This is an optimization exercise on Yosys and OpenROAD, whose aim is small area and few clock cycles per item, not a production implementation. Only simulation tests tie the RTL to the original design; equivalence was not proved.

== run a ==
Design calculator, start of the top module:
module calculator (
    input  logic clk,
    input  logic rst_n,
    input  logic add_valid,
    output logic add_ack,
    input  logic [WIDTH-1:0] add_a,
    input  logic [WIDTH-1:0] add_b,
    input  logic sub_valid,
    output logic sub_ack,
    input  logic [WIDTH-1:0] sub_a,
    input  logic [WIDTH-1:0] sub_b,
    input  logic mul_valid,
    output logic mul_ack,
    input  logic [WIDTH-1:0] mul_a,
    input  logic [WIDTH-1:0] mul_b,
    output logic result_valid,
    input  logic result_ack,
    output logic [2:0] result_unit,
    output logic [WIDTH-1:0] result
);
For scale: about 2500 cells after synthesis, roughly 89 flip-flops, roughly 23000 µm² of cells after synthesis.
Settings: LEC_CHECK=0, CAP_MARGIN=20, CORE_MARGIN=2, CORE_UTILIZATION=40, SLEW_MARGIN=20, SYNTH_HIERARCHICAL=1, SYNTH_MINIMUM_KEEP_SIZE=0; clock period 9.0 ns.
standard.sh (not shown) runs the stock make flow with config.mk's settings and CLKGATE_MAP_FILE= SYNTH_SCRIPT=/design/flow/synth_recipe.tcl, a recipe that flattens the netlist after the stock synthesis.
==> flow/flow/run.sh <==
#!/bin/bash
# The standard flow, with the port buffers that placement inserts made of
# the smallest buffer cell (every input and output port still gets one),
# and a clock tree of smaller buffers without dummy loads.
set -uo pipefail
bash standard.sh synth > synth.log 2>&1 || exit 1
export BUFFER_PORTS_ARGS="-buffer_cell sky130_fd_sc_hd__buf_1"
export CTS_ARGS="-sink_clustering_enable -repair_clock_nets -sink_clustering_size 20 -sink_clustering_max_diameter 60 -root_buf sky130_fd_sc_hd__clkbuf_16 -buf_list sky130_fd_sc_hd__clkbuf_8 -dont_use_dummy_load"
bash standard.sh finish > layout.log 2>&1 || exit 1
Testbench counts of run a, summed over its fixed seeds: cycles 4,633, items 4,259.
Edits applied to the flow inputs when going from run a to run b:
==> flow/flow/run.sh <==
#!/bin/bash
# The standard flow, with the port buffers that placement inserts made of
# the smallest buffer cell (every input and output port still gets one).
set -uo pipefail
bash standard.sh synth > synth.log 2>&1 || exit 1
export BUFFER_PORTS_ARGS="-buffer_cell sky130_fd_sc_hd__buf_1"
bash standard.sh finish > layout.log 2>&1 || exit 1
### Flow results
Run b vs. run a: synthesized cell count was more or less identical. Between run b and run a, the utilization figures differ only marginally. Diff run a..run b | number of gates resized after cts | negligible.


## P
Another version of the RTL of calculator (not shown whole).
For scale: ~460 I/O pins, roughly 0.024 mm² of cells after synthesis.
==> flow/design.v (excerpt) <==
module calculator (
    input  logic clk,
    input  logic rst_n,
    input  logic add_valid,
    output logic add_ack,
    input  logic [WIDTH-1:0] add_a,
    input  logic [WIDTH-1:0] add_b,
    input  logic sub_valid,
    output logic sub_ack,
    input  logic [WIDTH-1:0] sub_a,
    input  logic [WIDTH-1:0] sub_b,
    input  logic mul_valid,
    output logic mul_ack,
    input  logic [WIDTH-1:0] mul_a,
    input  logic [WIDTH-1:0] mul_b,
    output logic result_valid,
    input  logic result_ack,
    output logic [2:0] result_unit,
    output logic [WIDTH-1:0] result
);
parameter WIDTH = 64;  
logic [63:0] mul_s, mul_c;
logic mul_res_valid;
logic g_add, g_sub, g_mul;
mul mul_inst (
    .clk(clk),
    .rst_n(rst_n),
    .mul_valid(mul_valid),
    .mul_ack(mul_ack),
    .mul_a(mul_a),
    .mul_b(mul_b),
    .mul_s(mul_s),
    .mul_c(mul_c),
    .mul_res_valid(mul_res_valid),
    .mul_res_ready(result_ack)
);
arbiter arbiter_inst (
    .clk(clk),
    .rst_n(rst_n),
    .add_valid(add_valid),
    .sub_valid(sub_valid),
    .mul_valid(mul_res_valid),
    .result_ack(result_ack),
    .g_add(g_add),
    .g_sub(g_sub),
    .g_mul(g_mul)
);
assign add_ack = g_add & result_ack;
assign sub_ack = g_sub & result_ack;
assign result_valid = g_mul | ((g_add | g_sub) & result_ack);
assign result_unit = {g_mul, g_sub, g_add};
addsub addsub_inst (
    .x(({64{g_mul}} & mul_s) | ({64{g_add}} & add_a) | ({64{g_sub}} & sub_a)),
    .y(({64{g_mul}} & mul_c) | ({64{g_add}} & add_b) | ({64{g_sub}} & ~sub_b)),
    .cin(g_sub),
    .sum(result)
);
endmodule
==> flow/config.mk <==
export PLATFORM = sky130hd
export DESIGN_NAME = calculator
export DESIGN_NICKNAME = calculator
export VERILOG_FILES = /design/flow/design.v
export SDC_FILE = /design/flow/constraint.sdc
export NUM_CORES = 4
export LEC_CHECK = 0
export CAP_MARGIN = 0
export CORE_MARGIN = 2
export CORE_UTILIZATION = 40
export SLEW_MARGIN = 0
export SYNTH_HIERARCHICAL = 1
export SYNTH_MINIMUM_KEEP_SIZE = 0
==> flow/constraint.sdc <==
create_clock -name core_clock -period 9.0 [get_ports {clk}]
set_input_delay 1.8000 -clock core_clock [delete_from_list [all_inputs] [get_ports {clk}]]
set_output_delay 1.8000 -clock core_clock [all_outputs]
set_load 0.01 [all_outputs]
==> flow/flow/run.sh <==
#!/bin/bash
# The standard flow, with the port buffers that placement inserts made of
# the smallest buffer cell (every input and output port still gets one),
# and a clock tree of smaller buffers without dummy loads.
set -uo pipefail
bash standard.sh synth > synth.log 2>&1 || exit 1
export BUFFER_PORTS_ARGS="-buffer_cell sky130_fd_sc_hd__buf_1"
export CTS_ARGS="-sink_clustering_enable -repair_clock_nets -sink_clustering_size 30 -sink_clustering_max_diameter 100 -buf_list sky130_fd_sc_hd__clkbuf_8 -dont_use_dummy_load"
bash standard.sh finish > layout.log 2>&1 || exit 1
P has completed all stages; timing, DRC and antenna checks passed.
Testbench counts of P, summed over its fixed seeds: cycles 4,633, items 4,259.
What Q does differently from P at the input level:
- SLEW_MARGIN changed from 0 to 20
- CAP_MARGIN changed from 0 to 20
==> flow/flow/run.sh <==
#!/bin/bash
# The standard flow, with the port buffers that placement inserts made of
# the smallest buffer cell (every input and output port still gets one).
set -uo pipefail
bash standard.sh synth > synth.log 2>&1 || exit 1
export BUFFER_PORTS_ARGS="-buffer_cell sky130_fd_sc_hd__buf_1"
bash standard.sh finish > layout.log 2>&1 || exit 1
### Flow results
Any difference in via count of the routed design between Q and P is small enough to ignore. From P to Q the numbers moved as follows: relative area of clock buffers and inverters in the final design shows an increase of 0.66 points, final cell count held steady. Design area: Q vs P up 0.75%. The final worst-path setup slack of Q is lower than that of P.

-- re-timing with driven ports --
The flow's constraints put no driver on any port. The routed layouts listed below were extracted and timed again, unchanged, in two steps.
Step 1: set_driving_cell puts a clkbuf_16 on clk and a buf_2 on each other input, an assumption about the parent block.
Step 2 times the ports against the registers' clock, not the clock port: input delays grow and output delays shrink by t, the midpoint of the rising clock arrivals with the driver on.
Three values: ideal, step 1, step 2; two values: the first two.
run | shift t [ns] | slack for setup (ns) | worst setup path after step 2 | clock arrival spread, ns | worst data-port slew with drivers (ns)
run a | 0.432 | 0.762 / 0.742 / 0.742 | input to output | 0.020 / 0.020 | 0.06
run b | 0.432 | 0.778 / 0.758 / 0.758 | input to output | 0.011 / 0.010 | 0.06
P | 0.473 | 0.798 / 0.772 / 0.772 | input to output | 0.044 / 0.045 | 0.08
Q | 0.440 | 0.770 / 0.745 / 0.745 | input to output | 0.015 / 0.015 | 0.07
After both steps setup and hold are still met in every run listed. For P, which loses most, drivers alone change the setup slack by -0.026 ns; drivers and shift together by -0.026 ns.
